What follows belongs to an exercise in optimizing a design on an open flow for small area, a short achievable clock period and few clock cycles; a production flow would make more cautious choices.
Only simulation tests tie the RTL to the original design; equivalence was not proved.
Power and IR drop assume default switching activity.

## build 76
==> flow/design.v (excerpt) <==
module ARM(
	input clk,
	input rst,
	output [31:0] imem_addr,
	input  [31:0] imem_rdata,
	output [31:0] dmem_addr,
	output [31:0] dmem_wdata,
	output dmem_we,
	output dmem_re,
	input  [63:0] dmem_rdata,
	input  dmem_ready,
	output reg wb_en,
	output reg [3:0] wb_dest,
	output reg [31:0] wb_value
);
clock: 18.0 ns
lec_check: 0
cap_margin: 20
core_margin: 2
core_utilization: 40
setup_slack_margin: 0.5
slew_margin: 20
standard.sh (not shown) runs the stock make flow with config.mk's settings and CLKGATE_MAP_FILE= SYNTH_SCRIPT=/design/flow/synth_recipe.tcl, a recipe that flattens the netlist after the stock synthesis.
==> flow/flow/run.sh <==
#!/bin/bash
set -euo pipefail
bash standard.sh finish SETUP_SLACK_MARGIN=12.25 CORE_UTILIZATION=65 PLACE_DENSITY=0.78 \
  "BUFFER_PORTS_ARGS=-buffer_cell sky130_fd_sc_hd__buf_1" \
  > standard_flow.log 2>&1
Build 76: all stages complete, timing, DRC and antenna checks passed
Testbench counts of build 76, summed over its fixed seeds: cycles 112,813.
--- input diff build 76..build 40 ---
==> flow/flow/run.sh <==
#!/bin/bash
set -euo pipefail
bash standard.sh finish SETUP_SLACK_MARGIN=12 CORE_UTILIZATION=55 PLACE_DENSITY=0.7 > standard_flow.log 2>&1
Results
Across both runs, number of cells traversed by the worst register-to-register path was higher for build 40 than for build 76. Across both runs, non-clock buffer count in the final layout was lower for build 40 than for build 76. Between build 40 and build 76, number of antenna violations at the first check in global routing is lower for build 40, build 76 comes in above that. Diff build 40 and build 76: switching fraction of total power lower in build 40. Higher timing-limited maximum frequency among build 40 and build 76: build 40. On part of the total power dissipated in combinational logic: between build 40 and build 76, it ends up lower for build 40. For build 40, the timing endpoint of the critical path was rmv[29]$_DFFE_PN_, unlike build 76, where it was rmv[10]$_DFFE_PN_.
> inputs changed (build 40 -> build 72)
==> flow/flow/run.sh <==
#!/bin/bash
set -euo pipefail
bash standard.sh finish SETUP_SLACK_MARGIN=12 CORE_UTILIZATION=60 PLACE_DENSITY=0.74 \
  "BUFFER_PORTS_ARGS=-buffer_cell sky130_fd_sc_hd__buf_1" \
  > standard_flow.log 2>&1
--- outcome ---
Relative to build 40, clock period minus worst slack increased by 0.079 ns in build 72. Summary of build 72 over build 40: fmax went down by 1.3%, internal power component went down by 4.3%. Density: build 72 denser than build 40. After detailed routing, build 40 needs more wire than build 72.
Modified inputs, build 28 compared to build 72
==> flow/flow/run.sh <==
#!/bin/bash
set -euo pipefail
bash standard.sh finish SETUP_SLACK_MARGIN=12 CORE_UTILIZATION=55 PLACE_DENSITY=0.7 \
  "BUFFER_PORTS_ARGS=-buffer_cell sky130_fd_sc_hd__buf_1" CTS_CLUSTER_SIZE=30 \
  > standard_flow.log 2>&1
Findings:
Delta (build 28 minus build 72): peak supply drop went down 16%, number of multi-input combinational cells held. Build 28 has routed wire length above what build 72 had. Lower length of routed met2 wiring was reported by build 72, not build 28. Build 28 has less setup slack than build 72. Compared with build 72, build 28 shows a higher non-clock buffer contribution to total cell area.
The following lists how build 70 was set up differently from build 28:
==> flow/flow/run.sh <==
#!/bin/bash
set -euo pipefail
bash standard.sh finish SETUP_SLACK_MARGIN=12 > standard_flow.log 2>&1
==> results.txt <==
Build 70 ends up with a final critical-path required period that is 0.12 ns lower than in build 28. Build 70 reports a lower share of the clock period used by the worst path than build 28 does. Compared with build 28, in build 70 met1 global-route usage went down 11 points; die area went up 37%; fraction of power consumed by the clock network went down 0.5 points. Per the comparison of build 70 with build 28, sequential share of layout area shows a reduction of 2.0 points, power after layout shows an increase of 2.9%, via count shows a reduction of 376, total number of multi-input combinational cells shows no meaningful change.

========
== run A ==
The RTL this note starts from:
==> flow/design.v <==
module ARM(
	input clk,
	input rst,
	output [31:0] imem_addr,
	input  [31:0] imem_rdata,
	output [31:0] dmem_addr,
	output [31:0] dmem_wdata,
	output dmem_we,
	output dmem_re,
	input  [63:0] dmem_rdata,
	input  dmem_ready,
	output reg wb_en,
	output reg [3:0] wb_dest,
	output reg [31:0] wb_value
);
	reg [31:0] pc;
	reg [31:0] ir;
	reg ir_v;
	reg [4:0] rot_n;
	reg sh_lsl, sh_lsr;
	wire stall;
	wire mispredict;
	wire [31:0] pc_inc = pc + 32'd4;
	wire pred_if = (imem_rdata[27:26] == 2'b10) & (imem_rdata[31:28] != 4'hF);
	wire [31:0] pred_target = pc_inc + {{6{imem_rdata[23]}}, imem_rdata[23:0], 2'b00};
	wire [31:0] recover = pc - {{6{ir[23]}}, ir[23:0], 2'b00};
	assign imem_addr = pc;
	wire [4:0] sh_n_if = imem_rdata[25] ? {imem_rdata[11:8], 1'b0} : imem_rdata[11:7];
	wire lsl_if = ~imem_rdata[25] & (imem_rdata[6:5] == 2'b00);
	wire lsr_if = ~imem_rdata[25] & (imem_rdata[6] ^ imem_rdata[5]);
	always @(posedge clk or posedge rst)
		if (rst) begin
			pc <= 32'd0;
			ir_v <= 1'b0;
		end else if (!stall) begin
			pc <= mispredict ? recover : (pred_if ? pred_target : pc_inc);
			ir_v <= ~mispredict;
		end
	always @(posedge clk)
		if (!stall) begin
			ir <= imem_rdata;
			rot_n <= lsl_if ? (5'd0 - sh_n_if) : sh_n_if;
			sh_lsl <= lsl_if;
			sh_lsr <= lsr_if;
		end
	wire [3:0] cond = ir[31:28];
	wire [1:0] mode = ir[27:26];
	wire       imm  = ir[25];
	wire [3:0] opc  = ir[24:21];
	wire       s    = ir[20];
	wire [3:0] rn   = ir[19:16];
	wire [3:0] rd   = ir[15:12];
	wire is_dp  = (mode == 2'b00);
	wire is_mem = (mode == 2'b01);
	wire is_br  = (mode == 2'b10);
	wire is_ldr = is_mem & s;
	wire is_str = is_mem & ~s;
	wire op_and = (opc == 4'b0000);
	wire op_eor = (opc == 4'b0001);
	wire op_sub = (opc == 4'b0010);
	wire op_add = (opc == 4'b0100);
	wire op_adc = (opc == 4'b0101);
	wire op_sbc = (opc == 4'b0110);
	wire op_tst = (opc == 4'b1000);
	wire op_cmp = (opc == 4'b1010);
	wire op_orr = (opc == 4'b1100);
	wire op_mov = (opc == 4'b1101);
	wire op_mvn = (opc == 4'b1111);
	wire op_valid = op_and | op_eor | op_sub | op_add | op_adc | op_sbc |
	                op_tst | op_cmp | op_orr | op_mov | op_mvn;
	reg [3:0] flags;
	wire fz = flags[3], fc = flags[2], fn = flags[1], fv = flags[0];
	reg cpass;
	always @(*) begin
		case (cond)
			4'h0: cpass = fz;
			4'h1: cpass = ~fz;
			4'h2: cpass = fc;
			4'h3: cpass = ~fc;
			4'h4: cpass = fn;
			4'h5: cpass = ~fn;
			4'h6: cpass = fv;
			4'h7: cpass = ~fv;
			4'h8: cpass = fc & ~fz;
			4'h9: cpass = ~fc | fz;
			4'hA: cpass = ~(fn ^ fv);
			4'hB: cpass = fn ^ fv;
			4'hC: cpass = ~fz & ~(fn ^ fv);
			4'hD: cpass = fz | ~fv;
			4'hE: cpass = 1'b1;
			default: cpass = 1'b0;
		endcase
	end
	wire ok = ir_v & cpass;
	reg [31:0] rf [0:15];
	reg [15:0] rw;
	wire        rf_we;
	wire [31:0] rf_wd;
	always @(posedge clk)
		if (rf_we) rf[rd] <= rf_wd;
	always @(posedge clk or posedge rst)
		if (rst) rw <= 16'd0;
		else if (rf_we) rw[rd] <= 1'b1;
	wire [3:0] fi_rn  = imem_rdata[19:16];
	wire [3:0] fi_ra2 = (imem_rdata[27:26] == 2'b01) ? imem_rdata[15:12] : imem_rdata[3:0];
	wire [15:0] oh_a = 16'd1 << fi_rn;
	wire [15:0] oh_m = 16'd1 << fi_ra2;
	reg [31:0] rd_a, rd_m;
	integer i;
	always @(*) begin
		rd_a = 32'd0;
		rd_m = 32'd0;
		for (i = 0; i < 16; i = i + 1) begin
			rd_a = rd_a | ({32{oh_a[i]}} & rf[i]);
			rd_m = rd_m | ({32{oh_m[i]}} & rf[i]);
		end
	end
	wire wr_a = |(oh_a & rw);
	wire wr_m = |(oh_m & rw);
	wire [31:0] fi_a = (rf_we & (rd == fi_rn))  ? rf_wd : wr_a ? rd_a : {28'd0, fi_rn};
	wire [31:0] fi_m = (rf_we & (rd == fi_ra2)) ? rf_wd : wr_m ? rd_m : {28'd0, fi_ra2};
	reg [31:0] a, rmv;
	always @(posedge clk)
		if (!stall) begin
			a <= fi_a;
			rmv <= fi_m;
		end
	wire [4:0] sh_n = ir[11:7];
	wire [31:0] rot_in = imm ? {24'd0, ir[7:0]} : rmv;
	wire [31:0] r0 = rot_n[0] ? {rot_in[0], rot_in[31:1]} : rot_in;
	wire [31:0] r1 = rot_n[1] ? {r0[1:0], r0[31:2]} : r0;
	wire [31:0] r2 = rot_n[2] ? {r1[3:0], r1[31:4]} : r1;
	wire [31:0] r3 = rot_n[3] ? {r2[7:0], r2[31:8]} : r2;
	wire [31:0] r4 = rot_n[4] ? {r3[15:0], r3[31:16]} : r3;
	wire [31:0] sh_mask = sh_lsl ? (32'hFFFFFFFF << sh_n) :
	                      sh_lsr ? (32'hFFFFFFFF >> sh_n) : 32'hFFFFFFFF;
	wire [31:0] b = is_mem ? {{20{ir[11]}}, ir[11:0]} :
	                (~imm & ir[4]) ? 32'd0 : (r4 & sh_mask);
	wire arith = is_mem | (is_dp & (op_add | op_adc | op_sub | op_sbc | op_cmp));
	wire inv   = is_dp & (op_sub | op_sbc | op_cmp);
	wire cin   = is_dp & ((op_adc | op_sbc) ? fn : (op_sub | op_cmp));
	wire [31:0] bx = inv ? ~b : b;
	wire [32:0] sum = {1'b0, a} + {1'b0, bx} + {32'd0, cin};
	wire a32 = is_dp & op_cmp & a[31];
	wire b32 = inv & ~(op_cmp & b[31]);
	wire cout_ar = a32 ^ b32 ^ sum[32];
	wire v_ar = ((a[31] ~^ bx[31]) ^ (is_dp & op_sbc)) & (sum[31] ^ a[31]);
	reg [31:0] logic_res;
	always @(*) begin
		case (opc[3:2])
			2'b00:   logic_res = op_eor ? (a ^ b) : (a & b);    
			2'b10:   logic_res = a & b;                         
			default: logic_res = opc[1] ? ~b : (opc[0] ? b : (a | b));  
		endcase
	end
	wire [31:0] res = arith ? sum[31:0] : logic_res;
	wire [31:0] zp = a ^ bx;
	wire [31:0] zt = {a[30:0] | bx[30:0], cin};
	wire z_sum = &(zp ~^ zt);
	wire z_logic = (logic_res == 32'd0);
	wire [3:0] new_flags = {arith ? z_sum : z_logic, arith & cout_ar, res[31], arith & v_ar};
	reg busy, m_we;
	reg [31:0] m_addr, m_wdata;
	wire [31:0] addr_c = a + {{20{ir[11]}}, ir[11:0]};
	wire do_ldr = ok & is_ldr;
	wire do_str = ok & is_str;
	localparam LB = 2;
	reg [LB-1:0] lb_v;
	reg [8:0]  lb_tag [0:LB-1];
	reg [31:0] lb_d   [0:LB-1];
	reg lb_ptr;
	reg [LB-1:0] lb_hit;
	reg [31:0] hit_word;
	integer j;
	always @(*) begin
		hit_word = 32'd0;
		for (j = 0; j < LB; j = j + 1) begin
			lb_hit[j] = lb_v[j] & (lb_tag[j] == addr_c[10:2]);
			hit_word = hit_word | ({32{lb_hit[j]}} & lb_d[j]);
		end
	end
	wire hit = |lb_hit;
	wire ld_bus = do_ldr & ~hit;
	reg ld_wait;
	wire bus_free = ~busy | dmem_ready;
	wire ld_done = ld_wait & dmem_ready;
	wire ld_fill = ld_done;
	wire issue = (do_str | (ld_bus & ~ld_wait)) & bus_free;
	assign stall = (do_str & ~bus_free) | (ld_bus & ~ld_done);
	always @(posedge clk or posedge rst)
		if (rst) begin
			busy <= 1'b0;
			ld_wait <= 1'b0;
		end else begin
			if (issue) busy <= 1'b1;
			else if (dmem_ready) busy <= 1'b0;
			if (ld_bus & ~ld_wait & bus_free) ld_wait <= 1'b1;
			else if (dmem_ready) ld_wait <= 1'b0;
		end
	always @(posedge clk)
		if (issue) begin
			m_we <= is_str;
			m_addr <= addr_c;
			m_wdata <= rmv;
		end
	always @(posedge clk or posedge rst)
		if (rst) begin
			lb_v <= {LB{1'b0}};
			lb_ptr <= 1'b0;
		end else if (do_str & bus_free) begin
			lb_v <= lb_v & ~lb_hit;
		end else if (ld_fill) begin
			lb_v[lb_ptr] <= 1'b1;
			lb_ptr <= ~lb_ptr;
		end
	always @(posedge clk)
		for (j = 0; j < LB; j = j + 1) begin
			if (ld_fill & (lb_ptr == j)) begin
				lb_tag[j] <= addr_c[10:2];
				lb_d[j] <= m_addr[2] ? dmem_rdata[63:32] : dmem_rdata[31:0];
			end
		end
	assign dmem_addr = m_addr;
	assign dmem_wdata = m_wdata;
	assign dmem_we = busy & m_we;
	assign dmem_re = busy & ~m_we;
	wire [31:0] ld_word = hit ? hit_word : (m_addr[2] ? dmem_rdata[63:32] : dmem_rdata[31:0]);
	wire dp_we = ok & is_dp & op_valid & ~op_cmp & ~op_tst;
	assign rf_we = dp_we | (do_ldr & (hit | ld_done));
	assign rf_wd = is_mem ? ld_word : res;
	wire flags_we = ~stall & ok & ((is_dp & op_valid & (s | op_cmp | op_tst)) | is_ldr);
	always @(posedge clk or posedge rst)
		if (rst) flags <= 4'd0;
		else if (flags_we) flags <= new_flags;
	assign mispredict = ir_v & is_br & (cond != 4'hF) & ~cpass;
	always @(posedge clk or posedge rst)
		if (rst) wb_en <= 1'b0;
		else wb_en <= rf_we;
	always @(posedge clk) begin
		wb_dest <= rd;
		wb_value <= rf_wd;
	end
endmodule
==> flow/config.mk <==
export PLATFORM = sky130hd
export DESIGN_NAME = ARM
export DESIGN_NICKNAME = ARM
export VERILOG_FILES = /design/flow/design.v
export SDC_FILE = /design/flow/constraint.sdc
export NUM_CORES = 4
export LEC_CHECK = 0
export CAP_MARGIN = 20
export CORE_MARGIN = 2
export CORE_UTILIZATION = 40
export SETUP_SLACK_MARGIN = 0.5
export SLEW_MARGIN = 20
==> flow/constraint.sdc <==
create_clock -name core_clock -period 18.0 [get_ports {clk}]
set_input_delay 3.6000 -clock core_clock [delete_from_list [all_inputs] [get_ports {clk}]]
set_output_delay 3.6000 -clock core_clock [all_outputs]
set_load 0.01 [all_outputs]
==> flow/flow/run.sh <==
#!/bin/bash
set -euo pipefail
bash standard.sh finish SETUP_SLACK_MARGIN=12 CORE_UTILIZATION=65 PLACE_DENSITY=0.78 \
  "BUFFER_PORTS_ARGS=-buffer_cell sky130_fd_sc_hd__buf_1" \
  > standard_flow.log 2>&1
Run A completed end to end with timing, DRC and antenna clean.
Testbench counts of run A, summed over its fixed seeds: cycles 112,813.
The inputs of run B differ from those of run A as listed below.
==> flow/flow/run.sh <==
#!/bin/bash
set -euo pipefail
bash standard.sh finish SETUP_SLACK_MARGIN=12 CORE_UTILIZATION=70 PLACE_DENSITY=0.82 \
  "BUFFER_PORTS_ARGS=-buffer_cell sky130_fd_sc_hd__buf_1" \
  > standard_flow.log 2>&1
==> results.txt <==
Run B against run A; number of clock buffers in the layout is up by a few percent.
In the flow results for run A and run B, the total power is larger on run A.
Via count was lower in the run labelled run A.
Run B ends up with a fraction of area in registers that is 0.15 points higher than in run A.
Delta (run B minus run A): maximum clock frequency lower, worst path buffer plus inverter count neither gained nor lost much.
When run B is measured against run A, its clock network fraction of design power turns out 1.7 points lower.
Compared to run A, the router laid down more metal wire for run B.
Setup changes, run B to run C
==> flow/flow/run.sh <==
#!/bin/bash
set -euo pipefail
bash standard.sh finish SETUP_SLACK_MARGIN=11.75 CORE_UTILIZATION=65 PLACE_DENSITY=0.78 \
  "BUFFER_PORTS_ARGS=-buffer_cell sky130_fd_sc_hd__buf_1" \
  > standard_flow.log 2>&1
Net switching component of the power down 0.092 mW in run C wrt run B. Run B has a lower sequential share of layout area than run C. Comparing run C and run B, the lower clock group share of total power was measured on run B. From run B to run C the numbers moved as follows: number of combinational gates with multiple inputs about even, total of max-cap violations held steady, first-pass GRT wire length fell by 2.9%, number of instances in the placed design went up. Run B leaves less setup margin than run C. Of the two values seen for capturing instance or port of the critical path, rmv[3] was produced by run C and rf[5][28] by run B. Total wire length on run C is ahead of run B. Power share of the combinational group down 2.2 points in run C wrt run B. Taking run B as the reference point, the non-clock buffer count of run C falls by 15%.
Edits applied to the flow inputs when going from run C to run D:
==> flow/flow/run.sh <==
#!/bin/bash
set -euo pipefail
bash standard.sh finish SETUP_SLACK_MARGIN=12 CORE_UTILIZATION=55 PLACE_DENSITY=0.7 \
  "BUFFER_PORTS_ARGS=-buffer_cell sky130_fd_sc_hd__buf_1" SLEW_MARGIN=10 CAP_MARGIN=10 \
  > standard_flow.log 2>&1
--- outcome ---
Global-route total usage across every layer: higher on run C
Higher net total in the final layout goes to run D over run C.
Run D: layout clock buffer count is 9 lower than what run C reported.
Final non-filler cell area of run D exceeds that of run C by a few percent.
Clock transition at the registers of the reported paths delta (run C -> run D): insignificant
Min register fraction of the total cell area across run C and run D: run D
Comparing run C against run D, there is no change at all in area share of fa/ha/maj cells after synthesis.
The first-pass GRT wire length of run D was inferior to that of run C.
Going from run C to run D, internal power contribution grew slightly.
Run D vs run C: width of the chip up by a little under 10%

-- re-timing with driven ports --
How much do the figures lean on ideal ports? The routed layouts below were timed once more, with nothing changed but the port constraints. Step 1 sets driving cells, clkbuf_16 on the clock port and buf_2 on the other inputs (assumed; they add their load-dependent delay and slew). Step 2 adds t to the input delays and takes it off the output delays; t is the mean of the earliest and latest rising clock arrival at the registers after step 1. Input paths then give back, and output paths get back, about the clock's delay inside the block. a / b / c = ideal ports / drivers / drivers and shift; a / b = the first two.
| run | t, ns | setup WS [ns] | clock arrival spread, ns | worst slew at a driven data input, ns |
|---|---|---|---|---|
| build 76 | 0.758 | 11.991 / 12.020 / 11.261 | 0.055 / 0.055 | 0.06 |
| build 40 | 0.769 | 12.013 / 12.013 / 11.301 | 0.050 / 0.050 | 0.05 |
| build 72 | 0.756 | 11.935 / 11.966 / 11.223 | 0.056 / 0.055 | 0.05 |
| build 28 | 0.758 | 11.878 / 11.920 / 11.161 | 0.054 / 0.053 | 0.06 |
| build 70 | 0.795 | 11.996 / 12.033 / 11.247 | 0.047 / 0.047 | 0.08 |
| run A | 0.744 | 11.904 / 11.951 / 11.207 | 0.037 / 0.037 | 0.06 |
| run B | 0.732 | 11.711 / 11.711 / 11.014 | 0.047 / 0.047 | 0.08 |
| run C | 0.749 | 11.777 / 11.785 / 11.076 | 0.077 / 0.078 | 0.06 |
| run D | 0.758 | 11.878 / 11.920 / 11.161 | 0.054 / 0.053 | 0.06 |
After both steps every run listed still meets setup and hold. For build 70, which loses most, drivers alone change the setup slack by +0.037 ns; drivers and shift together by -0.749 ns.
